Source: an optimization exercise on an open RTL-to-GDS flow (aim: small area, a short achievable clock period and few clock cycles per item). Production flows keep margins and buffers that such runs may drop.
Where RTL was checked, it was by simulation tests only, not by an equivalence proof against the original.
No activity file was given, so power comes from the tool's default toggle rates.

==> flow/design.v (excerpt) <==
module mdc (clk, rst_n, start, A, B, out, done);
input clk, rst_n, start;
input [7:0] A, B;
output [7:0] out;
output done;
reg       busy;
reg [6:0] ah, bh;    
reg [2:0] k;
function [2:0] ctz8;
    input [7:0] v;
    begin
        casez (v)
            8'b???????1: ctz8 = 3'd0;
            8'b??????10: ctz8 = 3'd1;
            8'b?????100: ctz8 = 3'd2;
            8'b????1000: ctz8 = 3'd3;
            8'b???10000: ctz8 = 3'd4;
            8'b??100000: ctz8 = 3'd5;
            8'b?1000000: ctz8 = 3'd6;
            default:     ctz8 = 3'd7;
        endcase
    end
endfunction
function [6:0] oddh8;
    input [7:0] v;
    begin
        casez (v)
            8'b???????1: oddh8 = v[7:1];
            8'b??????10: oddh8 = {1'b0, v[7:2]};
            8'b?????100: oddh8 = {2'b0, v[7:3]};
            8'b????1000: oddh8 = {3'b0, v[7:4]};
            8'b???10000: oddh8 = {4'b0, v[7:5]};
            8'b??100000: oddh8 = {5'b0, v[7:6]};
            8'b?1000000: oddh8 = {6'b0, v[7]};
            default:     oddh8 = 7'd0;
        endcase
    end
endfunction
wire [7:0] d  = {1'b0, ah} - {1'b0, bh};
wire       lt = d[7];
wire [6:0] m  = d[7:1] ^ {7{lt}};
reg  [6:0] vh;
always @* begin
    casez (ah ^ bh)
        7'b??????1: vh = m;
        7'b?????10: vh = {1'b0, m[6:1]};
        7'b????100: vh = {2'b0, m[6:2]};
        7'b???1000: vh = {3'b0, m[6:3]};
        7'b??10000: vh = {4'b0, m[6:4]};
  ...
Size: roughly 220 cells after synthesis.
==> module mdc, before the edit <==
module mdc (clk, rst_n, start, A, B, out, done);
input clk, rst_n, start;
input [7:0] A, B;
output [7:0] out;
output done;
reg       busy;
reg [6:0] ah, bh;    
reg [2:0] k;
function [2:0] ctz8;
    input [7:0] v;
    begin
        casez (v)
            8'b???????1: ctz8 = 3'd0;
            8'b??????10: ctz8 = 3'd1;
            8'b?????100: ctz8 = 3'd2;
            8'b????1000: ctz8 = 3'd3;
            8'b???10000: ctz8 = 3'd4;
            8'b??100000: ctz8 = 3'd5;
            8'b?1000000: ctz8 = 3'd6;
            default:     ctz8 = 3'd7;
        endcase
    end
endfunction
function [6:0] oddh8;
    input [7:0] v;
    begin
        casez (v)
            8'b???????1: oddh8 = v[7:1];
            8'b??????10: oddh8 = {1'b0, v[7:2]};
            8'b?????100: oddh8 = {2'b0, v[7:3]};
            8'b????1000: oddh8 = {3'b0, v[7:4]};
            8'b???10000: oddh8 = {4'b0, v[7:5]};
            8'b??100000: oddh8 = {5'b0, v[7:6]};
            8'b?1000000: oddh8 = {6'b0, v[7]};
            default:     oddh8 = 7'd0;
        endcase
    end
endfunction
wire [7:0] d  = {1'b0, ah} - {1'b0, bh};
wire       lt = d[7];
wire [6:0] m  = d[7:1] ^ {7{lt}};
reg  [6:0] vh;
always @* begin
    casez (ah ^ bh)
        7'b??????1: vh = m;
        7'b?????10: vh = {1'b0, m[6:1]};
        7'b????100: vh = {2'b0, m[6:2]};
        7'b???1000: vh = {3'b0, m[6:3]};
        7'b??10000: vh = {4'b0, m[6:4]};
        7'b?100000: vh = {5'b0, m[6:5]};
        default:    vh = {6'b0, m[6]};
    endcase
end
wire       fin = (ah == bh) | (ah == 7'd0);
assign done = busy & fin;
assign out  = {ah, 1'b1} << k;
always @(posedge clk or negedge rst_n) begin
    if (!rst_n)
        busy <= 1'b0;
    else
        busy <= start | (busy & ~fin);
end
always @(posedge clk) begin
    if (start) begin
        bh <= oddh8(B);
        ah <= (oddh8(B) == 7'd0) ? 7'd0 : oddh8(A);
        k  <= ctz8(A | B);
    end else begin
        bh <= lt ? ah : bh;
        ah <= vh;
    end
end
endmodule
==> flow/config.mk <==
export PLATFORM = sky130hd
export DESIGN_NAME = mdc
export DESIGN_NICKNAME = mdc
export VERILOG_FILES = /design/flow/design.v
export SDC_FILE = /design/flow/constraint.sdc
export NUM_CORES = 4
export LEC_CHECK = 0
export CAP_MARGIN = 20
export CORE_MARGIN = 2
export CORE_UTILIZATION = 40
export CTS_BUF_LIST = sky130_fd_sc_hd__clkbuf_4
export SETUP_SLACK_MARGIN = 1.4
export SLEW_MARGIN = 20
export TNS_END_PERCENT = 0
==> flow/constraint.sdc <==
create_clock -name core_clock -period 4.0 [get_ports {clk}]
set_input_delay 0.8000 -clock core_clock [delete_from_list [all_inputs] [get_ports {clk}]]
set_output_delay 0.8000 -clock core_clock [all_outputs]
set_load 0.01 [all_outputs]
standard.sh (not shown) runs the stock make flow with config.mk's settings and CLKGATE_MAP_FILE= SYNTH_SCRIPT=/design/flow/synth_recipe.tcl, a recipe that flattens the netlist after the stock synthesis.
==> flow/flow/run.sh <==
#!/bin/bash
# The standard layout (standard.sh) with two changes:
#  - the port buffers are plain buf_1 cells;
#  - synthesis maps the logic with the ABC script in flow/abc.script instead of
#    ORFS's speed script. Everything else in synthesis (synth_recipe.tcl) is kept.
# Each tool's output goes to the ORFS logs; make's own output goes to standard.log.
set -euo pipefail
W=$(pwd)
export BUFFER_PORTS_ARGS="-buffer_cell sky130_fd_sc_hd__buf_1"
export SETUP_MOVE_SEQUENCE=sizeup,swap
export SKIP_GATE_CLONING=1
export SKIP_LAST_GASP=1
export MY_ABC_SCRIPT="$W/flow/abc.script"
{ sed -n 1p synth_recipe.tcl; cat flow/abc_override.tcl; sed -n '2,$p' synth_recipe.tcl; } > synth_own.tcl
sed "s#SYNTH_SCRIPT=[^ ]*#SYNTH_SCRIPT=$W/synth_own.tcl#" standard.sh > standard_own.sh
bash standard_own.sh > standard.log 2>&1
==> flow/flow/abc.script <==
strash
&get -n
&dch
&nf -R 1000
&put
topo
stime -c
==> flow/flow/abc_override.tcl <==
# Run ABC with the script in MY_ABC_SCRIPT in place of the one ORFS chose.
proc abc {args} {
  set i [lsearch -exact $args -script]
  if { $i >= 0 } {
    set args [lreplace $args [expr {$i + 1}] [expr {$i + 1}] $::env(MY_ABC_SCRIPT)]
  }
  yosys abc {*}$args
}
Testbench counts at the start, summed over its fixed seeds: cycles 9,100, items 2,400.
Edit:
--- a/flow/design.v
+++ b/flow/design.v
@@ -48,13 +48,13 @@
         7'b???1000: vh = {3'b0, m[6:3]};
         7'b??10000: vh = {4'b0, m[6:4]};
         7'b?100000: vh = {5'b0, m[6:5]};
         default:    vh = {6'b0, m[6]};
     endcase
 end
-wire       fin = (ah == bh) | (ah == 7'd0);
+wire       fin = ~|((ah & ~bh) | (~ah & bh)) | ~|ah;
 assign done = busy & fin;
 assign out  = {ah, 1'b1} << k;
 always @(posedge clk or negedge rst_n) begin
     if (!rst_n)
         busy <= 1'b0;
     else
Result: Power came out lower by a little under a tenth. Core utilization came out lower by 1.2 points. Worst setup slack gets worse by 14 ps. Cell area came out lower slightly. Die area came out higher slightly. Register-to-register slack gets worse by 20 ps. Count of clock-buffer cells in the layout stays the same.
Testbench counts after the change, summed over its fixed seeds: cycles 9,100, items 2,400.

* * *

The RTL this note starts from:
==> flow/design.v <==
module mdc (clk, rst_n, start, A, B, out, done);
input clk, rst_n, start;
input [7:0] A, B;
output [7:0] out;
output done;
reg       busy;
reg [6:0] ah, bh;    
reg [2:0] k;
function [2:0] ctz8;
    input [7:0] v;
    begin
        casez (v)
            8'b???????1: ctz8 = 3'd0;
            8'b??????10: ctz8 = 3'd1;
            8'b?????100: ctz8 = 3'd2;
            8'b????1000: ctz8 = 3'd3;
            8'b???10000: ctz8 = 3'd4;
            8'b??100000: ctz8 = 3'd5;
            8'b?1000000: ctz8 = 3'd6;
            default:     ctz8 = 3'd7;
        endcase
    end
endfunction
function [6:0] oddh8;
    input [7:0] v;
    begin
        casez (v)
            8'b???????1: oddh8 = v[7:1];
            8'b??????10: oddh8 = {1'b0, v[7:2]};
            8'b?????100: oddh8 = {2'b0, v[7:3]};
            8'b????1000: oddh8 = {3'b0, v[7:4]};
            8'b???10000: oddh8 = {4'b0, v[7:5]};
            8'b??100000: oddh8 = {5'b0, v[7:6]};
            8'b?1000000: oddh8 = {6'b0, v[7]};
            default:     oddh8 = 7'd0;
        endcase
    end
endfunction
wire [7:0] d  = {1'b0, ah} - {1'b0, bh};
wire       lt = d[7];
wire [6:0] m  = d[7:1] ^ {7{lt}};
reg  [6:0] vh;
always @* begin
    casez (ah ^ bh)
        7'b??????1: vh = m;
        7'b?????10: vh = {1'b0, m[6:1]};
        7'b????100: vh = {2'b0, m[6:2]};
        7'b???1000: vh = {3'b0, m[6:3]};
        7'b??10000: vh = {4'b0, m[6:4]};
        7'b?100000: vh = {5'b0, m[6:5]};
        default:    vh = {6'b0, m[6]};
    endcase
end
wire       fin = (ah == bh) | (ah == 7'd0);
assign done = busy & fin;
assign out  = {ah, 1'b1} << k;
always @(posedge clk or negedge rst_n) begin
    if (!rst_n)
        busy <= 1'b0;
    else
        busy <= start | (busy & ~fin);
end
always @(posedge clk) begin
    if (start) begin
        bh <= oddh8(B);
        ah <= (oddh8(B) == 7'd0) ? 7'd0 : oddh8(A);
        k  <= ctz8(A | B);
    end else begin
        bh <= lt ? ah : bh;
        ah <= vh;
    end
end
endmodule
export LEC_CHECK = 0
export CAP_MARGIN = 20
export CORE_MARGIN = 2
export CORE_UTILIZATION = 40
export CTS_BUF_LIST = sky130_fd_sc_hd__clkbuf_4
export SETUP_SLACK_MARGIN = 1.4
export SLEW_MARGIN = 20
export TNS_END_PERCENT = 0
create_clock -name core_clock -period 4.0 [get_ports {clk}]
==> flow/flow/abc.script <==
strash
&get -n
&dch -f
&nf -R 1000
&put
strash
&get -n
&dch -f
&nf -R 1000
&put
strash
&get -n
&dch -f
&nf -R 1000
&put
mfs3 -a
topo
stime -c
Scripts as last shown in full above: flow/flow/run.sh, flow/flow/abc_override.tcl
Testbench counts at the start, summed over its fixed seeds: cycles 9,100, items 2,400.
Edit:
--- a/flow/design.v
+++ b/flow/design.v
@@ -51,7 +51,7 @@
         default:    vh = {6'b0, m[6]};
     endcase
 end
-wire       fin = (ah == bh) | (ah == 7'd0);
+wire       fin = ~|((ah & ~bh) | (~ah & bh)) | ~|ah;
 assign done = busy & fin;
 assign out  = {ah, 1'b1} << k;
 always @(posedge clk or negedge rst_n) begin
=> The changed run finished clean; maximum frequency is higher by 1.3%; clock power is lower by 4.8%; clock skew hardly moves; die area is lower by 0.42%; sequential share of layout area is about the same; register-to-register slack gets worse by 0.02 ns; cell area is lower by 1.1%; global-route usage is lower by 1.2 points; via count is lower by 5.3%; first-iteration DRC count is higher by 59%; routed wire length is lower by 6.2%; sequential power is lower by about 1%; total power is lower by 6.0%.
Testbench counts after the change, summed over its fixed seeds: cycles 9,100, items 2,400.

* * *

RTL: the design.v shown in full above, as it stands there.
Settings: LEC_CHECK=0, CAP_MARGIN=20, CORE_MARGIN=2, CORE_UTILIZATION=40, CTS_BUF_LIST=sky130_fd_sc_hd__clkbuf_4, SLEW_MARGIN=20; clock period 4.0 ns.
==> flow/flow/run.sh <==
#!/bin/bash
# The standard layout (standard.sh) with two changes:
#  - the port buffers are plain buf_1 cells;
#  - synthesis maps the logic with the ABC script in flow/abc.script instead of
#    ORFS's speed script. Everything else in synthesis (synth_recipe.tcl) is kept.
# Each tool's output goes to the ORFS logs; make's own output goes to standard.log.
set -euo pipefail
W=$(pwd)
export BUFFER_PORTS_ARGS="-buffer_cell sky130_fd_sc_hd__buf_1"
export MY_ABC_SCRIPT="$W/flow/abc.script"
{ sed -n 1p synth_recipe.tcl; cat flow/abc_override.tcl; sed -n '2,$p' synth_recipe.tcl; } > synth_own.tcl
sed "s#SYNTH_SCRIPT=[^ ]*#SYNTH_SCRIPT=$W/synth_own.tcl#" standard.sh > standard_own.sh
bash standard_own.sh > standard.log 2>&1
==> flow/flow/abc.script <==
strash
&get -n
&dch -f
&nf -R 1000
&put
strash
&get -n
&dch -f
&nf -R 1000
&put
strash
&get -n
&dch -f
&nf -R 1000
&put
topo
stime -c
Scripts as last shown in full above: flow/flow/abc_override.tcl
The first run completed with no timing, DRC or antenna violations.
Testbench counts at the start, summed over its fixed seeds: cycles 9,100, items 2,400.
Next try:
--- a/flow/design.v
+++ b/flow/design.v
@@ -51,9 +51,10 @@
         default:    vh = {6'b0, m[6]};
     endcase
 end
-wire       fin = (ah == bh) | (ah == 7'd0);
+wire       fin = (ah == bh) | (ah == 7'd0) | (bh == 7'd0);
 assign done = busy & fin;
-assign out  = {ah, 1'b1} << k;
+wire [7:0] odd = {ah & {7{bh != 7'd0}}, 1'b1};
+assign out = odd << k;
 always @(posedge clk or negedge rst_n) begin
     if (!rst_n)
         busy <= 1'b0;
@@ -62,12 +63,12 @@
 end
 always @(posedge clk) begin
     if (start) begin
+        ah <= oddh8(A);
         bh <= oddh8(B);
-        ah <= (oddh8(B) == 7'd0) ? 7'd0 : oddh8(A);
         k  <= ctz8(A | B);
     end else begin
-        bh <= lt ? ah : bh;
-        ah <= vh;
+        ah <= lt ? ah : bh;
+        bh <= vh;
     end
 end
 endmodule
Outcome: The changed run produced a clean layout; wire length increases by 2.1%; global-route usage is higher by 0.57 points; core utilization decreases by 0.47 points; first-iteration DRC count goes down by 35%; worst hold slack loses 0.024 ns; power went up by 2.6%; area after synthesis went down by 0.90%; non-clock buffer count does not change; worst setup slack loses 0.13 ns.
The RTL of the second run of this note was laid out without a check of its function.

## port drivers added, routing unchanged
In the flow no input, the clock included, has a driving cell. The finished layouts below were timed again as built, in two steps. Step 1: set_driving_cell puts a clkbuf_16 on clk and a buf_2 on each other input, an assumption about the parent block. Step 2 times the ports against the registers' clock, not the clock port: input delays grow and output delays shrink by t, the midpoint of the rising clock arrivals with the driver on. Three values: no drivers, after step 1, after step 2; two values: the first two.
| run | t (ns) | slack for setup (ns) | hold slack, ns | worst setup path after step 2 | worst register clock-pin slew, ns |
|---|---|---|---|---|---|
| the first run of note 1 | 0.306 | 1.460 / 1.440 / 1.381 | 0.252 / 0.256 / 0.477 | input to register | 0.10 / 0.10 |
| the second run of note 1 | 0.311 | 1.445 / 1.424 / 1.250 | 0.236 / 0.238 / 0.542 | input to register | 0.11 / 0.11 |
| the first run of note 2 | 0.311 | 1.407 / 1.386 / 1.264 | 0.250 / 0.252 / 0.479 | input to register | 0.10 / 0.10 |
| the second run of note 2 | 0.303 | 1.441 / 1.417 / 1.260 | 0.255 / 0.255 / 0.525 | input to register | 0.10 / 0.10 |
| the first run of note 3 | 0.314 | 0.950 / 0.927 / 1.146 | 0.252 / 0.251 / 0.475 | register to register | 0.10 / 0.10 |
| the second run of note 3 | 0.320 | 0.824 / 0.801 / 0.946 | 0.228 / 0.228 / 0.509 | register to register | 0.12 / 0.12 |
After both steps setup and hold are still met in every run listed. For the second run of note 1, which loses most, drivers alone change the setup slack by -0.021 ns; drivers and shift together by -0.195 ns.
